Source: an optimization exercise on an open RTL-to-GDS flow (aim: small area). Production flows keep margins and buffers that such runs may drop. The RTL was checked by simulation tests, not by an equivalence proof against the original design. No driver is modelled on the clock port, so clock power and skew are understated where the tree is cut down; a real chip needs a root buffer or a tree. No activity file was given, so power comes from the tool's default toggle rates.

Setup of run 1:
==> module main, before the edit <==
module main(
    input [1:0] A,
    input [1:0] B,
    output [1:0] S,
    input Cin,
    output Cout,
    input CLK,
    input RST,
    output [11:8] SF_D,
    output LCD_E,
    output LCD_RS,
    output LCD_RW,
    output LCD_Enable
    );
  assign LCD_Enable = 1'b1;
  assign LCD_RW = 1'b0;
  assign {Cout, S} = A + B + Cin;
  reg [11:0] h;
  reg [8:0] U;
  wire done = (U[8] & U[7]);
  wire [12:0] hcy;
  assign hcy[0] = 1'b1;
  genvar gi;
  generate for (gi = 0; gi < 12; gi = gi + 1) begin : hcg
    assign hcy[gi+1] = hcy[gi] & h[gi];
  end endgenerate
  wire hw = hcy[12];                         
  wire irr = (U[8] & U[6] & U[5] & U[4] & ~U[3] & ~U[2] & ~U[1] & U[0]);             
  wire [11:0] reload = irr ? 12'd255 : 12'd1091;
  wire [9:0] ucy;
  assign ucy[0] = hw;
  assign ucy[1] = hw & U[0] & ~done;
  generate for (gi = 1; gi < 9; gi = gi + 1) begin : ucg
    assign ucy[gi+1] = ucy[gi] & U[gi];
  end endgenerate
  wire lo = (h[11] | (h[9] | (h[8] | (h[7] | (h[5] | (h[4] & (h[3] & h[2])))))));
  wire eh = ((h[11] | (h[9] | (h[8] | (h[7] | (h[5] | (h[4] | h[3])))))) & ~lo) | ((h[11] | (h[9] | (h[8] | (h[7] & (h[6] | (h[5] | (h[4] | (h[3] & (h[2] & h[1]))))))))) & ~(h[11] | (h[9] | (h[8] | (h[7] & (h[6] | (h[5] & (h[4] | (h[3] | (h[2] & (h[1] & h[0])))))))))));
  wire cmd = (U[8] & U[6] & ~U[5] & U[4] & U[3] & U[2]);         
  wire clr = (U[8] & U[6] & U[5]);      
  wire wr = done & U[0];                     
  wire hold = wr & lo;                       
  wire [2:0] dat = U[3:1];
  always @(posedge CLK) begin
    if (RST) begin
      h <= 12'd1646;
      U <= 9'd27;
    end else begin
      h <= hw ? reload : h ^ hcy[11:0];
      U[0] <= U[0] ^ ucy[0];
      U[8:4] <= U[8:4] ^ ucy[8:4];
      if (done & ~hold) U[3:1] <= {Cout, S};
      else U[3:1] <= U[3:1] ^ ucy[3:1];
    end
  end
  wire p123 = ((~U[7] & ~U[6] & ~U[5] & U[4] & ~U[3] & U[2] & ~U[1] & ~U[0]) & ((h[11] & (h[10] & (h[9] | (h[8] & (h[7] | (h[6] & (h[5] | (h[4] | (h[3] & (h[2] | h[1])))))))))) & ~(h[11] & (h[10] & (h[9] | (h[8] & (h[7] | (h[6] & (h[5] | (h[4] & (h[3] | (h[2] & h[1])))))))))))) | ((U[8] & U[6] & ~U[5] & U[4] & U[3] & ~U[2] & ~U[1] & ~U[0]) & ((h[11] & (h[10] & (h[9] & (h[8] & (h[7] & (h[6] & (h[5] & (h[4] | (h[3] & (h[2] | h[1])))))))))) & ~(h[11] & (h[10] & (h[9] & (h[8] & (h[7] & (h[6] & (h[5] & (h[4] & (h[3] | (h[2] & h[1])))))))))))) | ((U[8] & U[6] & ~U[5] & U[4] & U[3] & ~U[2] & U[1] & ~U[0]) & ((h[11] & (h[10] & (h[9] | (h[8] | (h[7] | (h[6] | (h[5] | (h[4] | (h[3] | h[2]))))))))) & ~(h[11] & (h[10] & (h[9] | (h[8] | (h[7] | (h[6] | (h[5] | h[4])))))))));
  wire p4 = ((U[8] & U[6] & ~U[5] & U[4] & U[3] & ~U[2] & U[1] & U[0]) & ((h[11] & (h[10] | (h[9] | (h[8] | (h[7] | (h[6] | (h[5] & (h[4] | (h[3] | (h[2] | (h[1] & h[0]))))))))))) & ~(h[11] & (h[10] | (h[9] | (h[8] | (h[7] | (h[6] | (h[5] & (h[4] | (h[3] & (h[2] & (h[1] & h[0])))))))))))));
  wire d2 = ((U[8] & U[6] & ~U[5] & U[4] & U[3] & ~U[2] & U[1] & U[0]) & (h[11] & (h[10] | (h[9] | (h[8] | (h[7] | (h[6] | (h[5] & (h[4] | (h[3] | (h[2] | (h[1] & h[0])))))))))))) | ((U[8] & U[6] & ~U[5] & U[4] & U[3] & U[2] & ~U[1] & ~U[0]) & ~lo);    
  wire tail = (U[8] & U[6] & U[5] & U[4] & U[3] & U[2] & U[1] & U[0]) & (h[11] & (h[10] & (h[9] & (h[8] & (h[7] & (h[6] & (h[5] & (h[4] & (h[3] & (h[2] & h[1]))))))))));
  assign LCD_E = p123 | p4 | ((cmd | done) & eh);
  assign LCD_RS = wr;
  assign SF_D[11] = (cmd & lo & ~U[0]) | (done & ~U[0] & ~lo);
  assign SF_D[10] = (cmd & lo & (U[1] ^ U[0])) | (hold & dat[2]);
  assign SF_D[9] = p123 | d2 | ((U[8] & U[6] & ~U[5] & U[4] & U[3] & U[2] & ~U[1] & U[0]) & lo) | (wr & (~lo | dat[1]));
  assign SF_D[8] = p123 | ((U[8] & U[6] & ~U[5] & U[4] & U[3] & U[2] & U[1] & U[0]) & lo) | (clr & ~tail) | (wr & (~lo | dat[0]));
endmodule
==> flow/config.mk <==
export PLATFORM = sky130hd
export DESIGN_NAME = main
export DESIGN_NICKNAME = main
export VERILOG_FILES = /design/flow/design.v
export SDC_FILE = /design/flow/constraint.sdc
export NUM_CORES = 4
export LEC_CHECK = 0
export CAP_MARGIN = 20
export CORE_MARGIN = 2
export CORE_UTILIZATION = 35
export SLEW_MARGIN = 20
==> flow/constraint.sdc <==
create_clock -name core_clock -period 20.0 [get_ports {CLK}]
set_input_delay 4.0000 -clock core_clock [delete_from_list [all_inputs] [get_ports {CLK}]]
set_output_delay 4.0000 -clock core_clock [all_outputs]
set_load 0.01 [all_outputs]
standard.sh (not shown) runs the stock make flow with config.mk's settings and CLKGATE_MAP_FILE= SYNTH_SCRIPT=/design/flow/synth_recipe.tcl, a recipe that flattens the netlist after the stock synthesis.
==> flow/flow/run.sh <==
#!/bin/bash
# Own layout flow: the standard flow (standard.sh) with these changes:
#  - synthesis maps the logic with several area-oriented ABC scripts (flow/abc_*.script) and keeps
#    the smallest result, without the adder-cell pre-mapping; the rest of synth_recipe.tcl
#    (register naming, flatten, rename) is unchanged;
#  - ports are buffered with sky130_fd_sc_hd__buf_1;
#  - after clock tree synthesis, flow/collapse.tcl replaces the tree with one clock buffer that
#    drives every flip-flop (POST_CTS_TCL hook of ORFS's cts.tcl).
# make's full output goes to make.log here; ORFS's own per-step logs are under orfs/logs/.
set -euo pipefail
W=$PWD
F=$FLOW_HOME
sed 's#^  log_cmd abc {\*}\$abc_args$#  source '"$W"'/flow/portfolio.tcl#' \
  "$F/scripts/synth.tcl" > "$W/area_synth.tcl"
grep -q "flow/portfolio.tcl" "$W/area_synth.tcl"
sed "s#\$::env(SCRIPTS_DIR)/synth.tcl#$W/area_synth.tcl#" "$W/synth_recipe.tcl" > "$W/area_synth_recipe.tcl"
grep -q "area_synth.tcl" "$W/area_synth_recipe.tcl"
bash "$W/standard.sh" \
  SYNTH_SCRIPT="$W/area_synth_recipe.tcl" \
  ADDER_MAP_FILE= \
  BUFFER_PORTS_ARGS="-buffer_cell sky130_fd_sc_hd__buf_1" \
  POST_CTS_TCL="$W/flow/collapse.tcl" \
  finish > "$W/make.log" 2>&1
Other scripts of this flow, unchanged in this note and not shown: flow/flow/abc_01.script, flow/flow/abc_02.script, flow/flow/abc_03.script, flow/flow/abc_04.script, flow/flow/abc_05.script, flow/flow/abc_06.script, flow/flow/abc_07.script, flow/flow/abc_08.script, flow/flow/abc_09.script, flow/flow/abc_10.script, flow/flow/abc_11.script, flow/flow/abc_12.script, flow/flow/abc_13.script, flow/flow/abc_14.script, flow/flow/abc_15.script, flow/flow/abc_16.script, flow/flow/abc_17.script, flow/flow/abc_18.script, flow/flow/abc_19.script, flow/flow/abc_20.script, flow/flow/abc_21.script, flow/flow/abc_22.script, flow/flow/abc_23.script, flow/flow/abc_24.script, flow/flow/abc_25.script, flow/flow/abc_26.script, flow/flow/collapse.tcl, flow/flow/portfolio.tcl
diff inputs: run 1 => run 2
-- flow/design.v --
<<< run 1, line 26
  end endgenerate
  wire hw = hcy[12];                         
  wire irr = (U[8] & U[6] & U[5] & U[4] & ~U[3] & ~U[2] & ~U[1] & U[0]);             
  wire [11:0] reload = irr ? 12'd255 : 12'd1091;
  wire [9:0] ucy;
>>> run 2, line 26
  end endgenerate
  wire hw = hcy[12];                         
  wire irr = (U[8] & U[6] & ~U[5] & U[4] & U[3] & U[2] & U[1] & U[0]);             
  wire [11:0] reload = irr ? 12'd255 : 12'd1091;
  wire [9:0] ucy;
Results
Comparing run 2 and run 1, the lower cell area after synthesis was measured on run 2.
Achievable clock frequency of run 2 falls short of that of run 1 slightly.
In run 2 the share of the synthesized netlist area taken by xor and xnor gates turned out 1.5 points higher than in run 1.
The post-synthesis simple-gate area fraction was comparable across run 2 and run 1.
Diff run 1 -> run 2: power lost about 3%; half-perimeter wire length after detailed placement lower; setup skew after layout barely changed.
Run 2 ends up with a worst hold slack across all endpoints that is 0.030 ns lower than in run 1.
From run 1 to run 2, post-detailed-route count of antenna-violating nets did not move at all.
Run 1 -> run 2: total die area decreased slightly
Run 2 vs. run 1: part of the cycle the worst path needs went up by 0.17 points.
Post-route standard cell area excluding fillers on run 2 is ahead of run 1.
Run 2 against run 1: net count of the mapped netlist went down 1, total met2 wirelength after detailed routing went down by about 14%.

[re-timing with driven ports]
No port has a modelled driver above. Below, the same layouts with a new extraction and two added sets of constraints.
Step 1 sets driving cells, clkbuf_16 on the clock port and buf_2 on the other inputs (assumed; they add their load-dependent delay and slew).
Step 2 moves the port delays by t, midway between the first and last clock arrival at a register: inputs arrive t later, outputs are due t later. That takes back most of the time a late clock gives input paths.
Slacks: ideal / step 1 / step 2; pairs: ideal / step 1.
run	t (ns)	setup WS [ns]	latest minus earliest clock arrival (ns)	pins driven straight from the clock port
run 1	0.180	10.684 / 10.663 / 10.663	0.002 / 0.002	1
run 2	0.178	10.650 / 10.628 / 10.628	0.001 / 0.002	1
After both steps every run listed still meets setup and hold. The setup slack of run 2, which loses most, moves by -0.022 ns with the drivers and by -0.022 ns with both steps.
